This design comes from an exercise in tuning for small area and a short achievable clock period on the open sky130 flow, not from production work.
Power and IR drop assume default switching activity.

==> flow/design.v <==
module ALU(
    input  [31:0] X,
    input  [31:0] R,
    input  [1:0]  amt_hi,
    input  [4:0]  msh,
    input         mleft,
    input         fill,
    input         CIN,
    input  [3:0]  Op,
    output [31:0] Out,
    output        C, V
);
    wire add   = (Op[3:1] == 3'b000);
    wire fwd   = (Op[3:1] == 3'b001);
    wire rev   = (Op[3:1] == 3'b010);
    wire arith = add | fwd | rev;
    wire cin   = Op[0] ? (add ? CIN : (fwd | rev) & ~CIN) : (fwd | rev);
    wire sg    = (Op == 4'b0110) | (Op == 4'b0111) | (Op == 4'b1100);
    wire sp    = ~((Op == 4'b0110) | (Op == 4'b1100));
    wire [31:0] r3 = amt_hi[0] ? {R[7:0],   R[31:8]}   : R;
    wire [31:0] r4 = amt_hi[1] ? {r3[15:0], r3[31:16]} : r3;
    wire [3:0] gt_hi, eq_hi;
    wire [7:0] ge_lo;
    wire [31:0] lm, keep;
    genvar j;
    generate for (j = 0; j < 4; j = j + 1) begin : g_hi
        assign gt_hi[j] = (j > msh[4:3]);
        assign eq_hi[j] = (j == msh[4:3]);
    end endgenerate
    generate for (j = 0; j < 8; j = j + 1) begin : g_lo
        assign ge_lo[j] = (j >= msh[2:0]);
    end endgenerate
    generate for (j = 0; j < 32; j = j + 1) begin : g_keep
        assign lm[j]   = gt_hi[j / 8] | (eq_hi[j / 8] & ge_lo[j % 8]);
        assign keep[j] = mleft ? lm[j] : lm[31 - j];
    end endgenerate
    wire [31:0] Y = (r4 & keep) | ({32{fill}} & ~keep);
    wire [31:0] p  = X ^ Y;
    wire [31:0] g  = X & Y;
    wire [31:0] gk = g & {32{arith}};
    wire [31:0] G0 = {gk[31:1], gk[0] | (p[0] & cin)};
    wire [31:0] P0 = p;
    wire [31:0] G1, P1, G2, P2, G3, P3, G4, P4, G5, P5;
    genvar i;
    generate for (i = 0; i < 32; i = i + 1) begin : g_pf
        if (i & 1) begin
            assign G1[i] = G0[i] | (P0[i] & G0[i - 1]);
            assign P1[i] = P0[i] & P0[i - 1];
        end else begin
            assign G1[i] = G0[i]; assign P1[i] = P0[i];
        end
        if (i & 2) begin
            assign G2[i] = G1[i] | (P1[i] & G1[(i & ~1) - 1]);
            assign P2[i] = P1[i] & P1[(i & ~1) - 1];
        end else begin
            assign G2[i] = G1[i]; assign P2[i] = P1[i];
        end
        if (i & 4) begin
            assign G3[i] = G2[i] | (P2[i] & G2[(i & ~3) - 1]);
            assign P3[i] = P2[i] & P2[(i & ~3) - 1];
        end else begin
            assign G3[i] = G2[i]; assign P3[i] = P2[i];
        end
        if (i & 8) begin
            assign G4[i] = G3[i] | (P3[i] & G3[(i & ~7) - 1]);
            assign P4[i] = P3[i] & P3[(i & ~7) - 1];
        end else begin
            assign G4[i] = G3[i]; assign P4[i] = P3[i];
        end
        if (i & 16) begin
            assign G5[i] = G4[i] | (P4[i] & G4[(i & ~15) - 1]);
            assign P5[i] = P4[i] & P4[(i & ~15) - 1];
        end else begin
            assign G5[i] = G4[i]; assign P5[i] = P4[i];
        end
    end endgenerate
    wire [31:0] c    = {G5[30:0], cin};
    wire        cout = G5[31];
    wire        pall = P5[31];
    wire [31:0] L    = (g & {32{sg}}) | (p & {32{sp}});
    assign Out = L ^ c;
    assign C = add ? cout : fwd ? ~(cout | pall) : rev ? (cout & ~pall) : 1'b0;
    assign V = arith & (c[31] ^ cout);
endmodule
module ShifterSignExtender(
    input  [31:0] Rm,
    input  [11:0] I,
    input  [1:0]  AM,
    input         inv,       
    input         en,        
    output [31:0] R,         
    output [1:0]  amt_hi,    
    output [4:0]  msh,       
    output        mleft,     
    output        fill       
);
    wire        am_sh = AM[1] & AM[0];
    wire [4:0]  sh    = I[11:7];
    wire [1:0]  ty    = I[6:5];
    wire        lsl   = ~ty[1] & ~ty[0];
    wire        asr   = ty[1] & ~ty[0];
    wire [31:0] src;
    assign src[7:0]   = AM[0] ? Rm[7:0] : I[7:0];
    assign src[11:8]  = AM[0] ? Rm[11:8] : (I[11:8] & {4{AM[1]}});
    assign src[31:12] = Rm[31:12] & {20{AM[0]}};
    wire [31:0] s = (src & {32{en}}) ^ {32{inv}};
    wire [4:0] flip;
    assign flip[0] = 1'b0;
    assign flip[1] = sh[0];
    assign flip[2] = sh[0] | sh[1];
    assign flip[3] = sh[0] | sh[1] | sh[2];
    assign flip[4] = sh[0] | sh[1] | sh[2] | sh[3];
    wire [4:0] amt;
    assign amt[0]   = am_sh & sh[0];
    assign amt[4:1] = am_sh ? (sh[4:1] ^ (flip[4:1] & {4{lsl}}))
                            : (I[11:8] & {4{~AM[0] & ~AM[1]}});
    wire [31:0] r0 = amt[0] ? {s[0],     s[31:1]}   : s;
    wire [31:0] r1 = amt[1] ? {r0[1:0],  r0[31:2]}  : r0;
    assign R       = amt[2] ? {r1[3:0],  r1[31:4]}  : r1;
    assign amt_hi  = amt[4:3];
    wire masked = am_sh & (ty != 2'b11);
    assign msh   = sh & {5{masked}};
    assign mleft = lsl;
    assign fill  = en & ((am_sh & asr & Rm[31]) ^ inv);
endmodule
module ex_datapath(
    input  wire        CLK,
    input  wire [31:0] A,
    input  wire [31:0] Rm,
    input  wire [11:0] I,
    input  wire [1:0]  AM,
    input  wire        CIN,
    input  wire [3:0]  Op,
    output reg  [31:0] Out,
    output wire        Z,
    output wire        N,
    output reg         C,
    output reg         V
);
    wire rev  = (Op[3:1] == 3'b010);
    wire fwd  = (Op[3:1] == 3'b001);
    wire invA = rev | (Op == 4'b1001);
    wire enA  = ~((Op == 4'b1010) | (Op == 4'b1011) | (Op[3:2] == 2'b11 & Op[1:0] != 2'b00));
    wire invB = fwd | (Op == 4'b1011) | (Op == 4'b1100);
    wire enB  = ~((Op == 4'b1001) | (Op[3:2] == 2'b11 & Op[1:0] != 2'b00));
    wire [31:0] sh_r;
    wire [1:0]  sh_amt_hi;
    wire [4:0]  sh_msh;
    wire        sh_mleft, sh_fill;
    ShifterSignExtender shifter(.Rm(Rm), .I(I), .AM(AM), .inv(invB), .en(enB),
        .R(sh_r), .amt_hi(sh_amt_hi), .msh(sh_msh), .mleft(sh_mleft), .fill(sh_fill));
    reg [31:0] x_q, r_q;
    reg [1:0]  amt_q;
    reg [4:0]  msh_q;
    reg        mleft_q, fill_q, cin_q;
    reg [3:0]  op_q;
    always @(posedge CLK) begin
        x_q     <= (A & {32{enA}}) ^ {32{invA}};
        r_q     <= sh_r;
        amt_q   <= sh_amt_hi;
        msh_q   <= sh_msh;
        mleft_q <= sh_mleft;
        fill_q  <= sh_fill;
        cin_q   <= CIN;
        op_q    <= Op;
    end
    wire [31:0] alu_out;
    wire        alu_c, alu_v;
    ALU alu(.X(x_q), .R(r_q), .amt_hi(amt_q), .msh(msh_q), .mleft(mleft_q), .fill(fill_q),
            .CIN(cin_q), .Op(op_q), .Out(alu_out), .C(alu_c), .V(alu_v));
    always @(posedge CLK) begin
        Out <= alu_out;
        C   <= alu_c;
        V   <= alu_v;
    end
    assign Z = ~|Out;
    assign N = Out[31];
endmodule
==> flow/config.mk <==
export PLATFORM = sky130hd
export DESIGN_NAME = ex_datapath
export DESIGN_NICKNAME = ex_datapath
export VERILOG_FILES = /design/flow/design.v
export SDC_FILE = /design/flow/constraint.sdc
export NUM_CORES = 4
export LEC_CHECK = 0
export CAP_MARGIN = 20
export CORE_MARGIN = 2
export CORE_UTILIZATION = 40
export CTS_BUF_LIST = sky130_fd_sc_hd__clkbuf_4 sky130_fd_sc_hd__clkbuf_8
export SLEW_MARGIN = 20
export TNS_END_PERCENT = 5
==> flow/constraint.sdc <==
create_clock -name core_clock -period 9.0 [get_ports {CLK}]
set_input_delay 1.8000 -clock core_clock [delete_from_list [all_inputs] [get_ports {CLK}]]
set_output_delay 1.8000 -clock core_clock [all_outputs]
set_load 0.01 [all_outputs]
standard.sh (not shown) runs the stock make flow with config.mk's settings and CLKGATE_MAP_FILE= SYNTH_SCRIPT=/design/flow/synth_recipe.tcl, a recipe that flattens the netlist after the stock synthesis.
==> flow/flow/run.sh <==
#!/bin/bash
set -euo pipefail
MARGIN=5.5
export BUFFER_PORTS_ARGS="-buffer_cell sky130_fd_sc_hd__buf_1"
sed "s|\"\${@:-finish}\"|SETUP_SLACK_MARGIN=${MARGIN} \"\${@:-finish}\"|" standard.sh > standard_margin.sh
grep -q "SETUP_SLACK_MARGIN=${MARGIN}" standard_margin.sh
bash standard_margin.sh > flow_make.log 2>&1
Edit:
--- a/flow/design.v
+++ b/flow/design.v
@@ -9,16 +9,18 @@
     input  [3:0]  Op,
     output [31:0] Out,
     output        C, V
 );
     wire add   = (Op[3:1] == 3'b000);
-    wire fwd   = (Op[3:1] == 3'b001);
-    wire rev   = (Op[3:1] == 3'b010);
-    wire arith = add | fwd | rev;
-    wire cin   = Op[0] ? (add ? CIN : (fwd | rev) & ~CIN) : (fwd | rev);
-    wire sg    = (Op == 4'b0110) | (Op == 4'b0111) | (Op == 4'b1100);
-    wire sp    = ~((Op == 4'b0110) | (Op == 4'b1100));
+    wire fsub  = (Op[3:1] == 3'b001);
+    wire rsub  = (Op[3:1] == 3'b010);
+    wire arith = add | fsub | rsub;
+    wire cin   = rsub ? ~(Op[0] & CIN) : (add | fsub) & Op[0] & CIN;
+    wire vg = fsub | (Op == 4'b0110) | (Op == 4'b0111);
+    wire vp = add | rsub | (Op == 4'b0111) | (Op == 4'b1000) | (Op == 4'b1010);
+    wire vk = fsub | (Op == 4'b1001) | (Op == 4'b1011) | (Op == 4'b1100);
+    wire wg = vg ^ vk, wp = vp ^ vk;
     wire [31:0] r3 = amt_hi[0] ? {R[7:0],   R[31:8]}   : R;
     wire [31:0] r4 = amt_hi[1] ? {r3[15:0], r3[31:16]} : r3;
     wire [3:0] gt_hi, eq_hi;
     wire [7:0] ge_lo;
     wire [31:0] lm, keep;
@@ -75,20 +77,19 @@
         end
     end endgenerate
     wire [31:0] c    = {G5[30:0], cin};
     wire        cout = G5[31];
     wire        pall = P5[31];
-    wire [31:0] L    = (g & {32{sg}}) | (p & {32{sp}});
+    wire [31:0] L    = {32{vk}} ^ ((g & {32{wg}}) | (p & {32{wp}}));
     assign Out = L ^ c;
-    assign C = add ? cout : fwd ? ~(cout | pall) : rev ? (cout & ~pall) : 1'b0;
+    assign C = add ? cout : (fsub | rsub) & cout & ~pall;
     assign V = arith & (c[31] ^ cout);
 endmodule
 module ShifterSignExtender(
     input  [31:0] Rm,
     input  [11:0] I,
     input  [1:0]  AM,
-    input         inv,       
     input         en,        
     output [31:0] R,         
     output [1:0]  amt_hi,    
     output [4:0]  msh,       
     output        mleft,     
@@ -101,11 +102,11 @@
     wire        asr   = ty[1] & ~ty[0];
     wire [31:0] src;
     assign src[7:0]   = AM[0] ? Rm[7:0] : I[7:0];
     assign src[11:8]  = AM[0] ? Rm[11:8] : (I[11:8] & {4{AM[1]}});
     assign src[31:12] = Rm[31:12] & {20{AM[0]}};
-    wire [31:0] s = (src & {32{en}}) ^ {32{inv}};
+    wire [31:0] s = src & {32{en}};
     wire [4:0] flip;
     assign flip[0] = 1'b0;
     assign flip[1] = sh[0];
     assign flip[2] = sh[0] | sh[1];
     assign flip[3] = sh[0] | sh[1] | sh[2];
@@ -119,11 +120,11 @@
     assign R       = amt[2] ? {r1[3:0],  r1[31:4]}  : r1;
     assign amt_hi  = amt[4:3];
     wire masked = am_sh & (ty != 2'b11);
     assign msh   = sh & {5{masked}};
     assign mleft = lsl;
-    assign fill  = en & ((am_sh & asr & Rm[31]) ^ inv);
+    assign fill  = en & am_sh & asr & Rm[31];
 endmodule
 module ex_datapath(
     input  wire        CLK,
     input  wire [31:0] A,
     input  wire [31:0] Rm,
@@ -135,29 +136,26 @@
     output wire        Z,
     output wire        N,
     output reg         C,
     output reg         V
 );
-    wire rev  = (Op[3:1] == 3'b010);
-    wire fwd  = (Op[3:1] == 3'b001);
-    wire invA = rev | (Op == 4'b1001);
-    wire enA  = ~((Op == 4'b1010) | (Op == 4'b1011) | (Op[3:2] == 2'b11 & Op[1:0] != 2'b00));
-    wire invB = fwd | (Op == 4'b1011) | (Op == 4'b1100);
-    wire enB  = ~((Op == 4'b1001) | (Op[3:2] == 2'b11 & Op[1:0] != 2'b00));
+    wire invA = (Op[3:1] == 3'b001) | (Op[3:1] == 3'b010) | (Op == 4'b1100);
+    wire zA   = (Op[3:1] == 3'b101) | (Op[3:2] == 2'b11 & Op[1:0] != 2'b00);
+    wire enB  = (Op != 4'b1001);
     wire [31:0] sh_r;
     wire [1:0]  sh_amt_hi;
     wire [4:0]  sh_msh;
     wire        sh_mleft, sh_fill;
-    ShifterSignExtender shifter(.Rm(Rm), .I(I), .AM(AM), .inv(invB), .en(enB),
+    ShifterSignExtender shifter(.Rm(Rm), .I(I), .AM(AM), .en(enB),
         .R(sh_r), .amt_hi(sh_amt_hi), .msh(sh_msh), .mleft(sh_mleft), .fill(sh_fill));
     reg [31:0] x_q, r_q;
     reg [1:0]  amt_q;
     reg [4:0]  msh_q;
     reg        mleft_q, fill_q, cin_q;
     reg [3:0]  op_q;
     always @(posedge CLK) begin
-        x_q     <= (A & {32{enA}}) ^ {32{invA}};
+        x_q     <= (A & {32{~zA}}) ^ {32{invA}};
         r_q     <= sh_r;
         amt_q   <= sh_amt_hi;
         msh_q   <= sh_msh;
         mleft_q <= sh_mleft;
         fill_q  <= sh_fill;
@@ -166,13 +164,15 @@
     end
     wire [31:0] alu_out;
     wire        alu_c, alu_v;
     ALU alu(.X(x_q), .R(r_q), .amt_hi(amt_q), .msh(msh_q), .mleft(mleft_q), .fill(fill_q),
             .CIN(cin_q), .Op(op_q), .Out(alu_out), .C(alu_c), .V(alu_v));
+    reg [3:0] zb;    
     always @(posedge CLK) begin
         Out <= alu_out;
         C   <= alu_c;
         V   <= alu_v;
+        zb  <= {~|alu_out[31:24], ~|alu_out[23:16], ~|alu_out[15:8], ~|alu_out[7:0]};
     end
-    assign Z = ~|Out;
+    assign Z = &zb;
     assign N = Out[31];
 endmodule
The changed run finished with timing, DRC and antenna clean.
Count of clock-buffer cells in the layout increases by 9.
Final area climbs by 13%.
Clock skew hardly moves.
Hold slack improves by 0.093 ns.
Via count went up by 21%.
Die area goes up by 8.7%.
Wire length came out higher by 19%.
Combinational power climbs by 5.0%.
Critical path depth is higher by 1.
No run of this note included a check of the RTL's function; only the layout flow was run.

[re-timing with driven ports]
Ports are ideal in the flow. The routed layouts listed here were re-timed in OpenROAD. Step 1: set_driving_cell puts a clkbuf_16 on CLK and a buf_2 on each other input, an assumption about the parent block. Step 2 also shifts input and output timing later by t, the mid clock arrival at the registers, as if the neighbouring blocks saw the same clock. a / b / c = no drivers / after step 1 / after step 2; a / b = the first two.
run	shift t [ns]	setup WS [ns]	worst setup path at the end	worst data-port slew with drivers (ns)
the first run	0.425	5.506 / 5.489 / 5.246	input to register	0.04
the second run	0.487	5.226 / 5.226 / 4.901	input to register	0.03
After both steps every run listed still meets setup and hold. The setup slack of the second run, which loses most, moves by 0.000 ns with the drivers and by -0.325 ns with both steps.
